This design comes from an exercise in tuning for small area, a short achievable clock period and few clock cycles on the open sky130 flow, not from production work.
No functional check of the RTL was part of this run.
No activity file was given, so power comes from the tool's default toggle rates.

**flow/constraint.sdc**
```tcl
create_clock -name core_clock -period 8.0 [get_ports {clk_i_w}]
set_input_delay 1.6000 -clock core_clock [delete_from_list [all_inputs] [get_ports {clk_i_w}]]
set_output_delay 1.6000 -clock core_clock [all_outputs]
set_load 0.01 [all_outputs]
```
**flow/standard.sh**
```bash
#!/bin/bash
# synth_recipe.tcl (not shown) runs the flow's synth.tcl, then flattens the netlist and writes it again
# the make line also repeats each setting of config.mk as NAME=value (left out here)
make -C /OpenROAD-flow-scripts/flow DESIGN_CONFIG=/design/flow/config.mk WORK_HOME=/design/flow/orfs CLKGATE_MAP_FILE= SYNTH_SCRIPT=/design/flow/synth_recipe.tcl "${@:-finish}"
```
**flow/design.v**
```verilog
module jlc3_core (
     input  wire        clk_i_w
    ,input  wire        rst_i_w       
    ,input  wire        en_i_w        
    ,output wire        mem_en_o_w
    ,output wire        mem_we_o_w
    ,output wire [15:0] mem_addr_o_w
    ,output wire [15:0] mem_wdat_o_w
    ,input  wire [15:0] mem_rdat_i_w
    ,input  wire        mem_rdy_i_w
);
    reg [15:0] addr_r;    
    reg [15:0] pc_r;      
    reg        dat_r;     
    reg        dld_r;     
    reg        dst_r;     
    reg        dptr_r;    
    reg        dsti_r;    
    reg [2:0]  dreg_r;    
    reg [7:0]  dsel_r;    
    reg        n_r;       
    reg        z_r;
    reg [15:0] rf_r [0:7];    
    reg        clr_r;     
    integer i;
    function [15:0] add16(input [15:0] a, input [15:0] b, input cin);
        reg [15:0] g, p, gg, pp, gn, pn;
        integer l, k;
        begin
            g = a & b;
            p = a ^ b;
            gg = g;
            gg[0] = g[0] | (p[0] & cin);
            pp = p;
            for (l = 1; l < 16; l = l * 2) begin
                gn = gg;
                pn = pp;
                for (k = 0; k < 16; k = k + 1) begin
                    if (k & l) begin
                        gn[k] = gg[k] | (pp[k] & gg[(k & ~(l - 1)) - 1]);
                        pn[k] = pp[k] & pp[(k & ~(l - 1)) - 1];
                    end
                end
                gg = gn;
                pp = pn;
            end
            add16 = p ^ {gg[14:0], cin};
        end
    endfunction
    wire adv_w = en_i_w & mem_rdy_i_w;
    wire fet_w = ~dat_r & ~clr_r;
    wire [15:0] ins_w = mem_rdat_i_w;
    wire [3:0]  op_w  = ins_w[15:12];
    wire i_br   = (op_w == 4'b0000);
    wire i_add  = (op_w == 4'b0001);
    wire i_and  = (op_w == 4'b0101);
    wire i_not  = (op_w == 4'b1001);
    wire i_ld   = (op_w == 4'b0010);
    wire i_st   = (op_w == 4'b0011);
    wire i_jsr  = (op_w == 4'b0100);
    wire i_ldr  = (op_w == 4'b0110);
    wire i_str  = (op_w == 4'b0111);
    wire i_ldi  = (op_w == 4'b1010);
    wire i_sti  = (op_w == 4'b1011);
    wire i_jmp  = (op_w == 4'b1100);
    wire i_lea  = (op_w == 4'b1110);
    wire i_trap = (op_w == 4'b1111);
    wire i_nop  = (op_w == 4'b1000) | (op_w == 4'b1101);
    wire br_take_w = (ins_w[11] & n_r) | (ins_w[10] & z_r) | (ins_w[9] & ~n_r & ~z_r);
    wire i_jsri = i_jsr & ins_w[11];
    wire pcrel_w = i_br | i_ld | i_st | i_ldi | i_sti | i_lea | i_jsri;
    wire [2:0] ra_w = ins_w[8:6];
    wire [2:0] rb_w = ins_w[2:0];
    reg  [15:0] rda_w;      
    reg  [15:0] opa_w;      
    reg  [15:0] rdb_w;
    reg  [15:0] rdc_w;      
    always @(*) begin
        rda_w = 16'b0;
        rdb_w = 16'b0;
        rdc_w = 16'b0;
        for (i = 0; i < 8; i = i + 1) begin
            rda_w = rda_w | ({16{ra_w == i}} & ~rf_r[i]);
            rdb_w = rdb_w | ({16{rb_w == i}} & ~rf_r[i]);
            rdc_w = rdc_w | ({16{dsel_r[i]}} & ~rf_r[i]);
        end
        opa_w = pcrel_w ? addr_r : rda_w;
    end
    wire [15:0] off9_w  = {{7{ins_w[8]}}, ins_w[8:0]};
    wire [15:0] off11_w = {{5{ins_w[10]}}, ins_w[10:0]};
    wire [15:0] off6_w  = {{10{ins_w[5]}}, ins_w[5:0]};
    wire [15:0] imm5_w  = {{11{ins_w[4]}}, ins_w[4:0]};
    wire        isreg_w = (i_add | i_and) & ~ins_w[5];   
    reg  [15:0] opb_w;
    always @(*) begin
        if (isreg_w)
            opb_w = rdb_w;
        else if (i_ldr | i_str)
            opb_w = off6_w;
        else if (i_jsri)
            opb_w = off11_w;
        else if (pcrel_w)
            opb_w = off9_w;
        else
            opb_w = imm5_w;
    end
    wire [15:0] sum_w = add16(opa_w, opb_w, pcrel_w);
    wire [15:0] p_w = opa_w ^ opb_w;
    wire        sumz_w = (p_w[0] == pcrel_w) & (p_w[15:1] == (opa_w[14:0] | opb_w[14:0]));
    wire [15:0] and_w = rda_w & opb_w;
    wire [15:0] pcn_w = add16(addr_r, 16'd0, 1'b1);
    wire f_seq  = i_add | i_and | i_not | i_lea | (i_br & ~br_take_w) | i_nop;
    wire f_sum  = (i_br & br_take_w) | i_jsri | i_ld | i_st | i_ldi | i_sti | i_ldr | i_str;
    wire f_ra   = i_jmp | (i_jsr & ~ins_w[11]);
    wire f_trap = i_trap;
    wire d_pc   = dld_r | dst_r;                
    wire d_rdat = ~dld_r & ~dst_r;              
    wire [15:0] nxt_w = fet_w ? (({16{f_seq}}   & pcn_w)
                               | ({16{f_sum}}   & sum_w)
                               | ({16{f_ra}}    & rda_w)
                               | ({16{f_trap}}  & {8'b0, ins_w[7:0]}))
                              : (({16{d_pc}}    & pc_r)
                               | ({16{d_rdat}}  & mem_rdat_i_w));
    wire wr_sum  = fet_w & (i_add | i_lea);
    wire wr_and  = fet_w & i_and;
    wire wr_not  = fet_w & i_not;
    wire wr_link = fet_w & (i_jsr | i_trap);
    wire wr_mem  = dld_r;
    wire wen_w   = wr_sum | wr_and | wr_not | wr_link | wr_mem;
    wire [2:0]  wa_w = dat_r ? dreg_r : (wr_link ? 3'd7 : ins_w[11:9]);
    wire [15:0] wd_w = ({16{wr_sum}}  & sum_w)
                     | ({16{wr_and}}  & and_w)
                     | ({16{wr_not}}  & ~rda_w)
                     | ({16{wr_link}} & pcn_w)
                     | ({16{wr_mem}}  & mem_rdat_i_w);
    wire        wz_w = (wr_sum  & sumz_w)
                     | (wr_and  & ~|and_w)
                     | (wr_not  & &rda_w)
                     | (wr_link & ~|pcn_w)
                     | (wr_mem  & ~|mem_rdat_i_w);
    always @(posedge clk_i_w) begin
        for (i = 0; i < 8; i = i + 1)
            if (clr_r || (adv_w && wen_w && wa_w == i))
                rf_r[i] <= ~wd_w;
    end
    always @(posedge clk_i_w or negedge rst_i_w) begin
        if (!rst_i_w) begin
            clr_r <= 1'b1;
            n_r   <= 1'b0;
            z_r   <= 1'b1;
        end else begin
            clr_r <= 1'b0;
            if (adv_w && wen_w) begin
                n_r <= wd_w[15];
                z_r <= wz_w;
            end
        end
    end
    always @(posedge clk_i_w or negedge rst_i_w) begin
        if (!rst_i_w) begin
            addr_r <= 16'b0;
            dat_r  <= 1'b0;
            dld_r  <= 1'b0;
            dst_r  <= 1'b0;
            dptr_r <= 1'b0;
        end else if (adv_w && !clr_r) begin
            addr_r <= nxt_w;
            if (fet_w) begin
                dat_r  <= i_ld | i_ldr | i_st | i_str | i_ldi | i_sti | i_trap;
                dld_r  <= i_ld | i_ldr;
                dst_r  <= i_st | i_str;
                dptr_r <= i_ldi | i_sti;
            end else begin
                dat_r  <= dptr_r;
                dld_r  <= dptr_r & ~dsti_r;
                dst_r  <= dptr_r & dsti_r;
                dptr_r <= 1'b0;
            end
        end
    end
    always @(posedge clk_i_w) begin
        if (adv_w && fet_w) begin
            pc_r   <= pcn_w;
            dreg_r <= ins_w[11:9];
            for (i = 0; i < 8; i = i + 1)
                dsel_r[i] <= (ins_w[11:9] == i);
            dsti_r <= op_w[0];
        end
    end
    assign mem_en_o_w   = en_i_w;
    assign mem_we_o_w   = dst_r;
    assign mem_addr_o_w = addr_r;
    assign mem_wdat_o_w = rdc_w;
endmodule
```
**flow/flow/run.sh**
```bash
#!/bin/bash
set -euo pipefail
bash standard.sh ADDER_MAP_FILE= finish > standard.log 2>&1
```
**flow/config.mk**
```make
export PLATFORM = sky130hd
export DESIGN_NAME = jlc3_core
export DESIGN_NICKNAME = jlc3_core
export VERILOG_FILES = /design/flow/design.v
export SDC_FILE = /design/flow/constraint.sdc
export NUM_CORES = 4
export LEC_CHECK = 0
export ABC_AREA = 1
export CAP_MARGIN = 20
export CORE_MARGIN = 2
export CORE_UTILIZATION = 55
export PLACE_DENSITY = 0.75
export SETUP_SLACK_MARGIN = 3.9
export SLEW_MARGIN = 20
export TNS_END_PERCENT = 100
```
==> run notes <==
power by group through the flow:
stage | registers [mW] | logic, mW | clock network (mW)
5_1_grt | 1.27 | 1.01 | 0.903
2_1_floorplan | 1.25 | 0.549 | 0
3_5_place_dp | 1.28 | 0.824 | 0
4_1_cts | 1.26 | 0.874 | 0.868
6_report | 1.27 | 0.951 | 0.874
3_3_place_gp | 1.28 | 0.815 | 0
cell type report:
class	count	share of cell area (%)
Sequential cell	179	37.1
Inverter	173	5.14
Clock buffer	17	3.00
Timing Repair Buffer	133	9.47
Tap cell	270	2.38
Clock inverter	15	1.32
Multi-Input combinational cell	1038	41.6
through the flow:
step / utilization [%] / instance area, µm²
2_1_floorplan: - / 11600
3_3_place_gp: 59.8 / 12200
3_5_place_dp: 59.9 / 12200
4_1_cts: 66.9 / 13700
5_1_grt: 69.5 / 14200
6_report: 69.5 / 14200
worst min-delay path, cell delays in order (launching register included):
cell     delay [ns]
dfrtp_1        0.34
nand2_1        0.06
nand2_1        0.06
flip-flops by register name, summed over array words and instances (netlist names):
register	cells
z_r	1
dsti_r	1
dld_r	1
dst_r	1
pc_r	16
rf_r	128
clr_r	1
dat_r	1
dsel_r	8
n_r	1
addr_r	16
dptr_r	1
dreg_r	3
cell families (layout without fill, tap and decap cells):
family / Yosys count / count (layout) / share of synthesized area, %
AOI/OAI and AO/OA: 329 / 329 / 18.0
xor gates and xnor gates: 22 / 22 / 1.80
buffers and inverters: 227 / 338 / 8.31
DFF: 179 / 179 / 45.6
other: 1 / 1 / 0.0325
and+or+nand+nor: 681 / 686 / 26.2
worst paths after layout:
| kind | cells past startpoint | startpoint | slack, ns | to |
|---|---|---|---|---|
| setup reg to reg | 12 | dat_r | 4.27 | rf_r[6][15] |
| hold reg to reg | 2 | n_r | 0.49 | n_r |
| hold / removal | 2 | n_r | 0.49 | n_r |
| min in group asynchronous | 2 | rst_i_w | 1.53 | addr_r[0] |
| max in group asynchronous | 2 | rst_i_w | 6.15 | clr_r |
| setup / recovery | 5 | dsel_r[3] | 3.91 | mem_wdat_o_w[7] |
layout by cell type (no fill, tap or decap), types with 18 or more instances in the layout:
master	netlist	routed
dfrtp_1	21	21
nor3_1	21	21
edfxtp_1	156	156
nor2_1	159	141
inv_2	21	22
buf_4	12	61
nand2_2	31	39
nand2_1	327	304
inv_1	149	130
a221oi_1	18	18
nand3_1	78	73
a21oi_1	39	36
o21ai_0	66	52
o22ai_1	134	131
clkdlybuf4s50_1	0	39
what timing repair did:
item                       in CTS  in global routing
buffers inserted               52                 19
gates resized for setup       110                106
pin swaps                      18                 23
gates cloned                    2                  3
setup endpoints to repair     289                266
layer usage:
metal | wire length [µm] | share of wire, % | vias up
li1 | - | - | 5281
met1 | 16700 | 36 | 5704
met2 | 20300 | 44 | 1147
met3 | 6500 | 14 | 272
met4 | 2810 | 6.1 | 0
met5 | 0 | 0 | -
==> summary.txt <==
Timing
  – Final hold violation count: 0
  – Peak Freq: 0.244 GHz
  – Final setup margin: 3.91 ns
  – Crit path time final: 4.09 ns
  – Pins Over Slew Limit: 0
  – Final period util: 51.2%
  – Max transition margin: 49.9%
  – Clock Skews: 0.0128 ns
  – RSZ-0062 raised after global routing: no
  – Worst-margin pin slew: 0.750 ns
  – Hold_ws: 0.488 ns
  – Setup violators final: 0
  – TNS Setup: 0 ns

Power and ir drop
  – PD cells: 218 nW/µm²
  – Internal: 1.91 mW
  – Sequential power share: 41.0%
  – Total power: 3.09 mW
  – Static Leak: 5.66 nW
  – Switching part of the total power: 38.3%
  – Switching power: 1.18 mW
  – Logic gate share of total power: 30.8%
  – Clk pwr share: 28.3%
  – VDD IR max: 0.161 mV

Yosys
  – Post-synth net total: 1459
  – Synth top area share: 40.6%
  – Synth top area cells: edfxtp_1 41%, nand2_1 11%, o22ai_1 7.3%
  – Synth cell count leaders: 327 x nand2_1, 159 x nor2_1, 156 x edfxtp_1, 149 x inv_1, 134 x o22ai_1
  – Seq/Total Area, Yosys: 45.6%
  – Warnings, synthesis: 2
  – Yosys top cell by area: edfxtp_1
  – Fraction of registers with async set/reset: 12.8%
  – Post-Syn Area: 11500 µm²
  – Synth Register Bits: 179
  – Post-synth top flop: edfxtp_1
  – Most numerous cell in the Yosys netlist: nand2_1
  – Mapped Cells: 1439
  – Distinct cells, synth: 54
  – Synthesized area per cell: 8.02 µm²
  – Post-synth EDFFs: 156

Global route
  – M2 GR Usage: 62.6%
  – GRT Total Usage: 40.9%
  – First-pass GRT wire length: 67.4 mm
  – Remaining Overflow, GRT: 0
  – Initial antenna violation count: 0
  – Busiest grt layer: met2
  – GR Util met1: 54.7%
  – Vias in the first global route: 11600
  – Largest net degree at the start of global routing: 33
  – GR Util met3: 9.11%

Layout
  – Finished Layout Cells: 1825
  – Flip-flop and latch area: 5260 µm²
  – Final #Nets: 1562
  – Layout cell share with drive strength beyond 1: 19.9%
  – Fillers: 1649
  – N_diodes: 0
  – Synthesis-to-layout area growth: 23.0%
  – Multi-input logic area: 5910 µm²

Clocking
  – Cts hold-fix bufs: 0
  – H-tree depth: 4
  – Clock-pin slew on the worst setup and hold paths: 0.08 ns
  – CTS tree: done
  – CTS Buffer Depth: 2
  – Clock sinks: 179
  – Later-pin clock latency in the skew report: 0.45 ns
  – Clock buffer count from CTS: 17
  – Clock root buffer: clkbuf_16

Routing
  – Vias: 12400
  – Drt total wl: 46.4 mm
  – Number of antenna-violating nets in the routed design: 0
  – Wire per inst: 25.4 µm
  – DRC: 0
  – DR pass1 iterations: 7
  – DR iter-0 viols: 2277
  – Vias/cell: 6.80

Floorplanning
  – Die H: 149 µm
  – FP Rows: 52
  – Die area: 22200 µm²
  – Initial core utilization: 56.5%
  – Core area: 20400 µm²
  – Die X-Extent: 149 µm
  – Num ports: 54

Setup path
  – WP data arrival: 2.49 ns
  – CP delay by family, top: buffers and inverters
  – CP Cell Sequence: clkinvlp_4, buf_4, o22ai_1, or4_1, clkdlybuf4s50_1
  – Critical path peak fanout: 6
  – Startpoint types: register
  – Setup CP Type: reg2out
  – WP data required: 6.40 ns
  – CP bufs+invs: 3
  – Crit path max-delay cell type: edfxtp_1
  – Setup crit end kind: primary output
  – Crit-path max cell delay: 0.58 ns

Placed design
  – Port bufs: 53
  – Final GP Congestion: 1.07
  – Cell total after placement: 1717
  – Dpl ws: 2.08 ns
  – Detailed placement HPWL: 29.9 mm

Run
  – Max-cap violations: 0

Min path
  – Hold crit path type: reg2reg

Outcome
  – Status: no timing/DRC/antenna violations

==> what the ideal ports hide <==
In the flow no input, the clock included, has a driving cell. The finished layout below was timed again as built, in two steps.
Step 1: set_driving_cell puts a clkbuf_16 on clk_i_w and a buf_2 on each other input, an assumption about the parent block.
Step 2 also shifts input and output timing later by t, the mid clock arrival at the registers, as if the neighbouring blocks saw the same clock.
a / b / c = no drivers / after step 1 / after step 2; a / b = the first two.
t, ns: 0.492
slack for setup (ns): 3.907 / 3.857 / 3.482
worst register clock-pin slew, ns: 0.09 / 0.09
worst data-port slew with drivers (ns): 0.05
After both steps setup and hold are still met in this run. The setup slack of this run moves by -0.050 ns with the drivers and by -0.425 ns with both steps.
